Background: an optimization exercise with open tools, aiming at a short achievable clock period, few clock cycles per item and low power. Do not read the settings as production practice.
In this exercise RTL edits were held to simulation tests only and were not proved equivalent to the original.

### flow/config.mk
export PLATFORM = sky130hd
export DESIGN_NAME = PID_controller
export DESIGN_NICKNAME = PID_controller
export VERILOG_FILES = /design/flow/design.v
export SDC_FILE = /design/flow/constraint.sdc
export NUM_CORES = 4
export LEC_CHECK = 0
export CAP_MARGIN = 20
export CORE_MARGIN = 2
export CORE_UTILIZATION = 40
export SLEW_MARGIN = 20
### flow/design.v
`timescale 1ns / 1ps
module PID_controller #(
    parameter W = 16,
    parameter signed MAX_VAL = 32767, 
    parameter signed MIN_VAL = -32768
)(
    input logic clk,
    input logic reset_n,
    input  logic signed [W-1:0] s_axi_tdata,
    input  logic s_axi_tvalid,
    output logic s_axi_tready,
    input  logic signed [W-1:0] Kp, Ki, Kd,
    input  logic signed [W-1:0] setpoint,
    output logic [W-1:0] m_axi_tdata,
    output logic m_axi_tvalid,
    input  logic m_axi_tready
);
    logic signed [W:0] err_s1, prev_err_s1, diff_s1;
    logic valid_s1;
    logic signed [(2*W)+1:0] p_term_s2, i_term_s2, d_term_s2;
    logic valid_s2;
    logic signed [(2*W)+1:0] acc_s3; 
    logic valid_s3;
    assign s_axi_tready = m_axi_tready;
    always_ff @(posedge clk or negedge reset_n) begin
        if (!reset_n) begin
            err_s1      <= 0;
            prev_err_s1 <= 0;
            diff_s1     <= 0;
            valid_s1    <= 0;
        end else if (s_axi_tready) begin
            valid_s1 <= s_axi_tvalid;
            if (s_axi_tvalid) begin
                prev_err_s1 <= err_s1;
                err_s1 <= setpoint - $signed(s_axi_tdata);
                diff_s1 <= prev_err_s1 - err_s1;
            end
        end
    end
    always_ff @(posedge clk or negedge reset_n) begin
        if (!reset_n) begin
            p_term_s2 <= 0;
            i_term_s2 <= 0;
            d_term_s2 <= 0;
            valid_s2  <= 0;
        end else if (s_axi_tready) begin
            valid_s2  <= valid_s1;
            p_term_s2 <= err_s1 * Kp;
            i_term_s2 <= err_s1 * Ki;
            d_term_s2 <= diff_s1 * Kd;
        end
    end
    logic signed [(2*W)+1:0] full_sum;
    logic saturated;
    assign full_sum  = p_term_s2 + acc_s3 + d_term_s2;
    assign saturated = (full_sum >= MAX_VAL) || (full_sum <= MIN_VAL);
    always_ff @(posedge clk or negedge reset_n) begin
        if (!reset_n) begin
            acc_s3 <= 0;
            m_axi_tdata <= 0;
            valid_s3 <= 0;
        end else if (s_axi_tready) begin
            valid_s3 <= valid_s2;
            if (valid_s2) begin
                if (!saturated) begin
                    acc_s3 <= acc_s3 + i_term_s2;
                end
                if (full_sum > MAX_VAL)
                    m_axi_tdata <= MAX_VAL[W-1:0];
                else if (full_sum < MIN_VAL)
                    m_axi_tdata <= MIN_VAL[W-1:0];
                else
                    m_axi_tdata <= full_sum[W-1:0];
            end
        end
    end
    assign m_axi_tvalid = valid_s3;
endmodule
### flow/constraint.sdc
create_clock -name core_clock -period 7.5 [get_ports {clk}]
set_input_delay 1.5000 -clock core_clock [delete_from_list [all_inputs] [get_ports {clk}]]
set_output_delay 1.5000 -clock core_clock [all_outputs]
set_load 0.01 [all_outputs]
### flow/run.sh
#!/bin/bash
# synth_recipe.tcl (not shown) runs the flow's synth.tcl, then flattens the netlist and writes it again
# the make line also repeats each setting of config.mk as NAME=value (left out here)
make -C /OpenROAD-flow-scripts/flow DESIGN_CONFIG=/design/flow/config.mk WORK_HOME=/design/flow/orfs CLKGATE_MAP_FILE= SYNTH_SCRIPT=/design/flow/synth_recipe.tcl finish
==> impl_metrics.tcl <==
set metrics [dict create \
    fin_ws_ns 0.171 \
    syn-instance-count 4747 \
    die_y_um 336 \
    finClkSkew_ns 0.0194 \
    cpPeakStageDelay_ns 0.58 \
    end_kind "flop" \
    dr_total_vias 32800 \
    synth_seq_cells 203 \
    hold_depth 2 \
    slew_viol_final 0 \
    grt_max_degree 113 \
    tightest_slew_ns 0.939 \
    timing.critical_path.mode_cell "fa_1" \
    drt_iter0_markers 1665 \
    drc_errors 0 \
    critical_path_arrival_ns 7.77 \
    cp_top_family "adder cells" \
    slew-limit-headroom_pct 37.4 \
    hold_violations 0 \
    wl_per_cell_um 17.0 \
    clk_pin_slew_ns 0.06 \
    cts.sinks 203 \
    wl_um 113000 \
    gp_congestion 0.885 \
    hp-start "prev_err_s1[15]$_DFFE_PN0P_" \
    diodes 0 \
    hold_buffers 0 \
    die_area_um2 113000 \
    start_util_pct 40.5 \
    synth_cell_type_count 75 \
    ys.flop_type "dfrtp_1" \
    hold-path-endpoint "prev_err_s1[15]$_DFFE_PN0P_" \
    worstSetupStartpointType "input port" \
    layout.nets 6439 \
    die_w_um 336 \
    cts_buffers 26 \
    dp_hpwl_um 95700 \
    yosysWarnings 1 \
    dp.cells 6570 \
    r2r-start "err_s1[12]$_DFFE_PN0P_" \
    placementRows 121 \
    clock_latency_ns 0.57 \
    period_minus_slack_ns 7.33 \
    mappedNetlistNets 6046 \
    cts_tree "yes" \
    grt_pass1_vias 35500 \
    grt.total_usage_pct 21.1 \
    r2r_end "i_term_s2[30]$_DFFE_PN0P_" \
    io_buffer_count 101 \
    worstPathMaxFanout 6 \
    regToRegSetupSlack_ns 0.68 \
    report.final.setup_viol 0 \
    place_ws_ns -0.847 \
    top_level_ports 102 \
    design_area_um2 51300 \
    via_per_inst 4.94 \
    final_cells 6635 \
    grt_antenna_before_repair 1 \
    hp-class "reg2reg" \
    cpMaxStageDelayCell "fa_1" \
    synthesis.area_um2 44200 \
    maxClockFrequency_mhz 136 \
    layout-area-overhead-vs-synth_pct 16.1 \
    synth_area_per_cell_um2 9.31 \
    drive_gt1_share_pct 13.2 \
    crit_cells 25 \
    reg2reg_depth 24 \
    worstPathRequired_ns 7.94 \
    synth-edff-count 0 \
    gr-total-overflow 0 \
    cts_max_level 1 \
    place_area_um2 49700 \
    drv_cap 0 \
    grt_pass1_wl_um 191000 \
    fin_crit_sh_pct 97.7 \
    critPathBufInv 8 \
    ys_seq_area_share_pct 11.5 \
    drt-pass1-iter-count 5 \
    fp.coreArea_um2 109000 \
    cts_buffer_depth 3 \
    path_class "in2reg" \
    synthArstFlopShare_pct 100 \
    clockRootBuffer "clkbuf_16" \
    status "complete, no violations" \
    drtAntennaViolNets 0 \
]
[worst max-delay path by stage]
stage                     startpoint                         to
after floorplan                Kd[2]  d_term_s2[29]$_DFFE_PN0P_
after global placement         Kd[4]  d_term_s2[29]$_DFFE_PN0P_
after detailed placement       Kd[4]  d_term_s2[29]$_DFFE_PN0P_
after CTS                      Kd[3]  d_term_s2[32]$_DFFE_PN0P_
after global routing          Kd[11]  d_term_s2[31]$_DFFE_PN0P_
final                          Kp[1]  p_term_s2[29]$_DFFE_PN0P_
[layout by cell type (no fill, tap or decap), types with 83 or more instances in the layout]
cell type / instances
and2_1: 388
a21oi_1: 145
dfrtp_1: 203
xnor2_1: 136
ha_1: 343
nor2_1: 174
mux2_2: 83
fa_1: 850
inv_1: 999
nand2_1: 528
buf_4: 399
o21ai_0: 118
[Yosys cell counts, types with 19 or more instances]
| cell | instances | share of area, % |
|---|---|---|
| nor2b_1 | 19 | 0.27 |
| and2_1 | 389 | 5.5 |
| fa_1 | 865 | 39 |
| ha_1 | 350 | 9.9 |
| inv_1 | 1003 | 8.5 |
| a21oi_1 | 158 | 1.8 |
| xor2_1 | 39 | 0.77 |
| a21o_1 | 75 | 1.3 |
| xnor2_1 | 137 | 2.7 |
| nand3_1 | 30 | 0.34 |
| nor3_1 | 27 | 0.31 |
| a211oi_1 | 19 | 0.32 |
| and3_1 | 20 | 0.28 |
| nand2b_1 | 29 | 0.41 |
| a21boi_0 | 19 | 0.32 |
| dfrtp_1 | 203 | 11 |
| o21bai_1 | 23 | 0.39 |
| mux2_4 | 28 | 0.95 |
| mux2_2 | 83 | 2.1 |
| clkbuf_1 | 154 | 1.3 |
| nand4_1 | 20 | 0.28 |
| nand2_1 | 532 | 4.5 |
| o21ai_0 | 126 | 1.4 |
| nor2_1 | 174 | 1.5 |
| a31oi_1 | 24 | 0.34 |
[final cells by class]
type                    count  area, µm²
multi-input cells        3369      35000
inverters                1003       3760
clock inverters            13        163
repair buffers            537       4640
flip-flops and latches    203       5080
fillers                 10400      57900
well taps                1476       1850
clock buffers              34        752
[cells by family (layout without fill, tap and decap cells)]
kind of cell | after synthesis | count (layout) | share of synthesized area (%)
AOI/OAI and AO/OA | 565 | 565 | 8.17
xor gates and xnor gates | 176 | 176 | 3.49
adders and majority gates | 1215 | 1215 | 49.1
buffers and inverters | 1175 | 1587 | 10.1
DFF | 203 | 203 | 11.5
muxes | 116 | 116 | 3.18
and+or+nand+nor | 1297 | 1297 | 14.4
[registers in the layout (all words and copies together) (netlist names)]
signal / count
acc_s3: 34
d_term_s2: 33
diff_s1: 17
err_s1: 17
i_term_s2: 33
m_axi_tdata: 16
p_term_s2: 33
prev_err_s1: 17
valid_s1: 1
valid_s2: 1
valid_s3: 1
[metrics by stage]
| step | utilization, % | hold slack (ns) | setup TNS [ns] |
|---|---|---|---|
| finish | 47.0 | 0.483 | 0 |
| global route | 47.0 | 0.509 | -0.0159 |
| CTS | 46.4 | 0.488 | 0 |
| detailed placement | 45.6 | 0.475 | -20.36 |
| global placement | 45.6 | 0.466 | -19.21 |
| floorplan | - | 0.454 | -0.00498 |
[timing repair]
item / in CTS / in global routing
setup endpoints to repair: 16 / 29
gates cloned: 0 / 1
pin swaps: 16 / 72
gates resized for setup: 26 / 96
setup buffers: 0 / 20
[metal layers]
layer,GRT usage [%],routed length [µm],up-vias
met1,29.3,51000,16700
met5,0,14,-
met3,1.68,4180,115
met2,36.4,55100,550
li1,-,-,15400
met4,4.15,2470,2
[worst register-to-register path, delay by kind of cell (launching register included)]
kind / cells / cell delay (ns)
AO/OA/AOI/OAI: 6 / 1.22
XOR/XNOR: 1 / 0.16
adder cells (fa/ha/maj): 7 / 3.10
buffers and inverters: 5 / 0.58
flip-flops: 1 / 0.95
multiplexers: 1 / 0.27
AND/OR/NAND/NOR: 4 / 0.45
Testbench counts, summed over its fixed seeds: cycles 2,424, items 2,400.

## re-timing with driven ports
The results above use ideal ports. As a check the final layout listed here was re-extracted and re-timed, cells and wires unchanged. Step 1, drivers: a clkbuf_16 drives clk and a buf_2 each remaining input, both assumed. Step 2 also shifts input and output timing later by t, the mid clock arrival at the registers, as if the neighbouring blocks saw the same clock. a / b / c = no drivers / after step 1 / after step 2; a / b = the first two.
t (ns): 0.629
setup WS [ns]: 0.171 / 0.214 / -0.414
worst data-port slew with drivers (ns): 0.09
Met with ideal ports but missed after step 2: setup timing in this run. For this run, drivers alone change the setup slack by +0.043 ns; drivers and shift together by -0.585 ns.
